What follows belongs to an exercise in optimizing a design on an open flow for small area and a short achievable clock period; a production flow would make more cautious choices.
Where RTL was checked, it was by simulation tests only, not by an equivalence proof against the original.
Power is estimated from default activity; no workload was simulated.

Setup of before:
## Floating_Point_Addition
module Floating_Point_Addition(clk, reset, in_valid, x, y, out_valid, result, overflow);
Settings: LEC_CHECK=0, ABC_CLOCK_PERIOD_IN_PS=3500, CAP_MARGIN=20, CORE_MARGIN=2, CORE_UTILIZATION=40, CTS_BUF_LIST=sky130_fd_sc_hd__clkbuf_8, SLEW_MARGIN=20; clock period 13.0 ns.
standard.sh (not shown) runs the stock make flow with config.mk's settings and CLKGATE_MAP_FILE= SYNTH_SCRIPT=/design/flow/synth_recipe.tcl, a recipe that flattens the netlist after the stock synthesis.
==> flow/flow/run.sh <==
#!/bin/bash
# Standard layout, with two changes to how it is optimised:
#  - the port buffers are buf_2 cells instead of the resizer's default pick
#  - repair_timing aims for a setup margin so that paths are sized for a
#    shorter period than the 13 ns constraint (the SDC is unchanged)
set -euo pipefail
export BUFFER_PORTS_ARGS="-buffer_cell sky130_fd_sc_hd__buf_2"
export SETUP_SLACK_MARGIN=9.4
bash standard.sh > standard.log 2>&1
Inputs modified between before and after:
- removing CTS_BUF_LIST (formerly sky130_fd_sc_hd__clkbuf_8)
## What came out
after: full flow OK, the timing, design-rule and antenna checks passed. | slack of the critical path | after vs before | 0.19 ns lower |. Between after and before, the combinational fraction of design power figures differ only marginally. Cell area power density: lower on before. Worst supply voltage drop on vdd | after above before. Detailed-route via count essentially unchanged between after and before.
No run of this note included a check of the RTL's function; only the layout flow was run.


Setup of build 10:
The RTL this note starts from:
==> flow/design.v <==
module Small_Alu(x, y, swap, dxy, dyx, hx, hy);
  input [30:0] x, y;
  output swap;
  output [5:0] dxy, dyx;
  output hx, hy;
  wire [7:0] a = x[30:23] - y[30:23];
  wire [7:0] b = y[30:23] - x[30:23];
  assign swap = x < y;
  assign dxy = {|a[7:5], a[4:0]};
  assign dyx = {|b[7:5], b[4:0]};
  assign hx = |x[30:23];
  assign hy = |y[30:23];
endmodule
module Mux_2(x, y, en, out);
  input [30:0] x, y;
  input en;
  output [30:0] out;
  assign out = en ? x : y;
endmodule
module Mux_3(x, y, en, out);
  input [30:0] x, y;
  input en;
  output [30:0] out;
  assign out = en ? y : x;
endmodule
module Shift_Right(d, m, outp);
  input [5:0] d;    
  input [23:0] m;
  output [26:0] outp;
  reg [25:0] al;
  reg st;
  always @(*) begin
    al = {m, 2'b00};
    st = 1'b0;
    if (d[5]) begin
      st = |m;
      al = 26'd0;
    end else begin
      if (d[4]) begin st = st | (|al[15:0]); al = al >> 16; end
      if (d[3]) begin st = st | (|al[7:0]);  al = al >> 8;  end
      if (d[2]) begin st = st | (|al[3:0]);  al = al >> 4;  end
      if (d[1]) begin st = st | (|al[1:0]);  al = al >> 2;  end
      if (d[0]) begin st = st | al[0];       al = al >> 1;  end
    end
  end
  assign outp = {al, st};
endmodule
module Big_Alu(sub, a, b, outp);
  input sub;
  input [23:0] a;
  input [26:0] b;
  output [27:0] outp;
  wire [26:0] A = {a, 3'b000};
  wire [26:0] B = b ^ {27{sub}};
  reg [27:0] g, p;
  reg [27:0] G, P;
  integer i, k;
  always @(*) begin
    g[0] = sub; p[0] = 1'b0;
    for (i = 0; i < 27; i = i + 1) begin
      g[i+1] = A[i] & B[i];
      p[i+1] = A[i] ^ B[i];
    end
    G = g; P = p;
    for (k = 1; k < 28; k = k * 2)
      for (i = 2*k - 1; i < 28; i = i + 2*k) begin
        G[i] = G[i] | (P[i] & G[i-k]);
        P[i] = P[i] & P[i-k];
      end
    for (k = 8; k >= 1; k = k / 2)
      for (i = 3*k - 1; i < 28; i = i + 2*k) begin
        G[i] = G[i] | (P[i] & G[i-k]);
        P[i] = P[i] & P[i-k];
      end
  end
  wire [26:0] s = p[27:1] ^ G[26:0];
  wire cout = g[27] | (p[27] & G[26]);
  assign outp = {cout ^ sub, s};
endmodule
module Control(s, eb, sh, zero);
  input [27:0] s;
  input [7:0] eb;
  output [4:0] sh;
  output zero;
  reg [4:0] lz;
  reg found;
  integer i;
  always @(*) begin
    lz = 5'd28;
    found = 1'b0;
    for (i = 27; i >= 0; i = i - 1)
      if (!found && s[i]) begin
        lz = 27 - i;
        found = 1'b1;
      end
  end
  assign zero = ~|s;
  assign sh = ({3'd0, lz} < eb) ? lz : eb[4:0];
endmodule
module Incre_Decre(eb, sh, e);
  input [7:0] eb;
  input [4:0] sh;
  output [7:0] e;
  assign e = eb + 8'd1 - {3'd0, sh};
endmodule
module Shift_Left_Right(s, sh, out);
  input [27:0] s;
  input [4:0] sh;
  output [25:0] out;
  wire [27:0] t = s << sh;
  assign out = {t[27:3], |t[2:0]};
endmodule
module Rounding(sign, t, e, spec, nan, result, overflow);
  input sign;
  input [25:0] t;        
  input [7:0] e;
  input spec, nan;
  output [31:0] result;
  output overflow;
  wire up = t[1] & (t[2] | t[0]);
  wire [31:0] pk = {1'b0, (t[25] ? e : 8'd0), t[24:2]} + {31'd0, up};
  wire ovf = pk[31] | (&pk[30:23]);
  assign overflow = ~spec & ovf;
  assign result = spec ? (nan ? 32'h7fc00000 : {sign, 8'hff, 23'd0}) :
                  ovf ? {sign, 8'hff, 23'd0} : {sign, pk[30:0]};
endmodule
module Floating_Point_Addition(clk, reset, in_valid, x, y, out_valid, result, overflow);
input clk, reset;
input in_valid;
input [31:0] x, y;
output out_valid;
output [31:0] result;
output overflow;
reg [5:0] valid;
always @(posedge clk) begin
  if (!reset) valid <= 0;
  else valid <= {valid[4:0], in_valid};
end
assign out_valid = valid[5];
wire swap_w, hx_w, hy_w;
wire [5:0] dxy_w, dyx_w;
Small_Alu u_small_alu(.x(x[30:0]), .y(y[30:0]), .swap(swap_w), .dxy(dxy_w), .dyx(dyx_w),
  .hx(hx_w), .hy(hy_w));
reg [31:0] x0, y0;
reg swap0, hx0, hy0;
reg [5:0] dxy0, dyx0;
always @(posedge clk) begin
  x0 <= x; y0 <= y; swap0 <= swap_w; dxy0 <= dxy_w; dyx0 <= dyx_w; hx0 <= hx_w; hy0 <= hy_w;
end
wire [30:0] big, sml;
Mux_3 u_mux_3(.x(x0[30:0]), .y(y0[30:0]), .en(swap0), .out(big));
Mux_2 u_mux_2(.x(x0[30:0]), .y(y0[30:0]), .en(swap0), .out(sml));
wire hb = swap0 ? hy0 : hx0;
wire hs = swap0 ? hx0 : hy0;
wire [5:0] d = swap0 ? dyx0 : dxy0;
wire [23:0] ms = (hs | ~hb) ? {hs, sml[22:0]} : {sml[22:0], 1'b0};
wire [26:0] al_w;
Shift_Right u_shift_right(.d(d), .m(ms), .outp(al_w));
wire sx = &x0[30:23], sy = &y0[30:23];
wire sub_w = x0[31] ^ y0[31];
wire nan_w = (sx & (|x0[22:0])) | (sy & (|y0[22:0])) | (sx & sy & sub_w);
reg [23:0] mb1;
reg [26:0] ms1;
reg [7:0] eb1;
reg sign1, sub1, spec1, nan1;
always @(posedge clk) begin
  mb1 <= {hb, big[22:0]};
  ms1 <= al_w;
  eb1 <= {big[30:24], big[23] | ~hb};
  sign1 <= swap0 ? y0[31] : x0[31];
  sub1 <= sub_w;
  spec1 <= sx | sy;
  nan1 <= nan_w;
end
wire [27:0] sum_w;
Big_Alu u_big_alu(.sub(sub1), .a(mb1), .b(ms1), .outp(sum_w));
reg [27:0] s2;
reg [7:0] eb2;
reg sign2, sub2, spec2, nan2;
always @(posedge clk) begin
  s2 <= sum_w; eb2 <= eb1; sign2 <= sign1; sub2 <= sub1; spec2 <= spec1; nan2 <= nan1;
end
wire [4:0] sh_w;
wire zero_w;
Control u_control(.s(s2), .eb(eb2), .sh(sh_w), .zero(zero_w));
reg [27:0] s3;
reg [4:0] sh3;
reg [7:0] eb3;
reg sign3, spec3, nan3;
always @(posedge clk) begin
  s3 <= s2; sh3 <= sh_w; eb3 <= eb2; sign3 <= sign2 & ~(sub2 & zero_w); spec3 <= spec2; nan3 <= nan2;
end
wire [25:0] t_w;
wire [7:0] e_w;
Shift_Left_Right u_shift_left_right(.s(s3), .sh(sh3), .out(t_w));
Incre_Decre u_incre_decre(.eb(eb3), .sh(sh3), .e(e_w));
reg [25:0] t4;
reg [7:0] e4;
reg sign4, spec4, nan4;
always @(posedge clk) begin
  t4 <= t_w; e4 <= e_w; sign4 <= sign3; spec4 <= spec3; nan4 <= nan3;
end
wire [31:0] res_w;
wire ovf_w;
Rounding u_rounding(.sign(sign4), .t(t4), .e(e4), .spec(spec4), .nan(nan4),
  .result(res_w), .overflow(ovf_w));
reg [31:0] result;
reg overflow;
always @(posedge clk) begin
  result <= res_w;
  overflow <= ovf_w;
end
endmodule
Settings: LEC_CHECK=0, ABC_CLOCK_PERIOD_IN_PS=3500, CAP_MARGIN=20, CORE_MARGIN=2, CORE_UTILIZATION=40, SLEW_MARGIN=20; clock period 13.0 ns.
Scripts as last shown in full above: flow/flow/run.sh
Build 10 ended with every stage complete and zero timing, DRC or antenna violations.
--- input diff build 10..build 47 ---
Settings: an added CTS_CLUSTER_SIZE of 40; an added CTS_CLUSTER_DIAMETER of 60.
--- a/flow/flow/run.sh
+++ b/flow/flow/run.sh
@@ -7,3 +7,3 @@
 export BUFFER_PORTS_ARGS="-buffer_cell sky130_fd_sc_hd__buf_2"
-export SETUP_SLACK_MARGIN=9.4
+export SETUP_SLACK_MARGIN=9.7
 bash standard.sh > standard.log 2>&1
### Flow results
The run showing the greater minimum setup slack in the final design is build 47. Build 10 → build 47: static leakage power lower, count of buffers not belonging to the clock network in the layout up 7.2%. The higher via count of the routed design of build 10 and build 47 is in build 47. Measured against each other, build 10 and build 47 differ in wire length the detailed router placed on met1, the lower figure coming from build 10. Going from build 10 to build 47, last weighted congestion value of the routability-driven placer fell 0.37%, critical path depth fell 5. Total power was lower in build 47 than in build 10. Changes observed in build 47 relative to build 10: global-route usage higher, met2 usage in global routing picked up an extra 0.83 points, register-to-register slack up 0.14 ns. Worst setup path startpoint: y[28] -> build 10, result[11] -> build 47.
Inputs modified between build 47 and build 92:
Settings: ABC_CLOCK_PERIOD_IN_PS: 3500 -> unset; ABC_AREA: unset -> 1.
--- a/flow/flow/run.sh
+++ b/flow/flow/run.sh
@@ -7,3 +7,3 @@
 export BUFFER_PORTS_ARGS="-buffer_cell sky130_fd_sc_hd__buf_2"
-export SETUP_SLACK_MARGIN=9.7
+export SETUP_SLACK_MARGIN=9.4
 bash standard.sh > standard.log 2>&1
Notes after the runs:
- Of the two values seen for worst setup path endpoint, result[11] was produced by build 47 and result[18] by build 92.
- Looking at width of the chip across build 92 and build 47, the one that comes out higher is build 47.
- Taking build 47 as the reference, in build 92 part of the cycle the worst path needs fell by 0.17 points, global-route met1 utilization went down by 3.4 points, clock network fraction of total power grew by 0.6 points.
- Going from build 47 to build 92, the global-route usage was found to have gone down by 2.1 points.
- Build 92 ends up with higher worst setup margin than build 47 does.
- Diff build 47 -> build 92: complex-gate fraction of the synthesized area -1.3 points; standby leakage power +about 5%.
diff inputs: build 92 => build 82
Settings: an added ABC_CLOCK_PERIOD_IN_PS of 3500; a deleted ABC_AREA that had been 1.
[summary]
- Build 82 did not stop at any stage, and its layout met the timing, design-rule and antenna checks.
- In the metrics for build 82 and build 92, the one carrying the lower worst slew margin relative to its limit is build 92.
- Lower count of different cell masters after synthesis was reported by build 92, not build 82.
- Build 82 and build 92 ended up with roughly the same residual overflow from global routing.
- Build 92 → build 82: final period demand of the worst path went up by 0.026 ns, largest net degree at the start of global routing shows a reduction of about 44%, share of power burned in the clock network fell by 0.6 points.
- When the final numbers for build 82 and build 92 were put side by side, the starting utilization of the core area turned out to be greater in build 92.

-- re-timing with driven ports --
No port has a modelled driver above. Below, the same layouts with a new extraction and two added sets of constraints.
Step 1 (the two cells are an assumption about what drives the block):
set clk [get_ports {clk}]
set_driving_cell -lib_cell sky130_fd_sc_hd__clkbuf_16 $clk
set_driving_cell -lib_cell sky130_fd_sc_hd__buf_2 [delete_from_list [all_inputs] $clk]
Step 2 also shifts input and output timing later by t, the mid clock arrival at the registers, as if the neighbouring blocks saw the same clock.
Three values: ideal, step 1, step 2; two values: the first two.
| run | shift t [ns] | slack for setup (ns) | worst hold slack (ns) | latest minus earliest clock arrival (ns) |
|---|---|---|---|---|
| before | 0.645 | 9.119 / 9.119 / 8.611 | 0.325 / 0.325 / 0.325 | 0.022 / 0.022 |
| after | 0.609 | 8.930 / 8.930 / 8.608 | 0.325 / 0.325 / 0.325 | 0.009 / 0.009 |
| build 10 | 0.581 | 9.358 / 9.372 / 8.792 | 0.324 / 0.324 / 0.324 | 0.019 / 0.019 |
| build 47 | 0.619 | 9.371 / 9.316 / 8.775 | 0.333 / 0.333 / 0.333 | 0.044 / 0.045 |
| build 92 | 0.625 | 9.392 / 9.339 / 8.827 | 0.329 / 0.329 / 0.329 | 0.018 / 0.018 |
| build 82 | 0.609 | 9.366 / 9.346 / 8.783 | 0.329 / 0.329 / 0.329 | 0.020 / 0.019 |
After both steps every run listed still meets setup and hold. For build 47, which loses most, drivers alone change the setup slack by -0.055 ns; drivers and shift together by -0.596 ns.
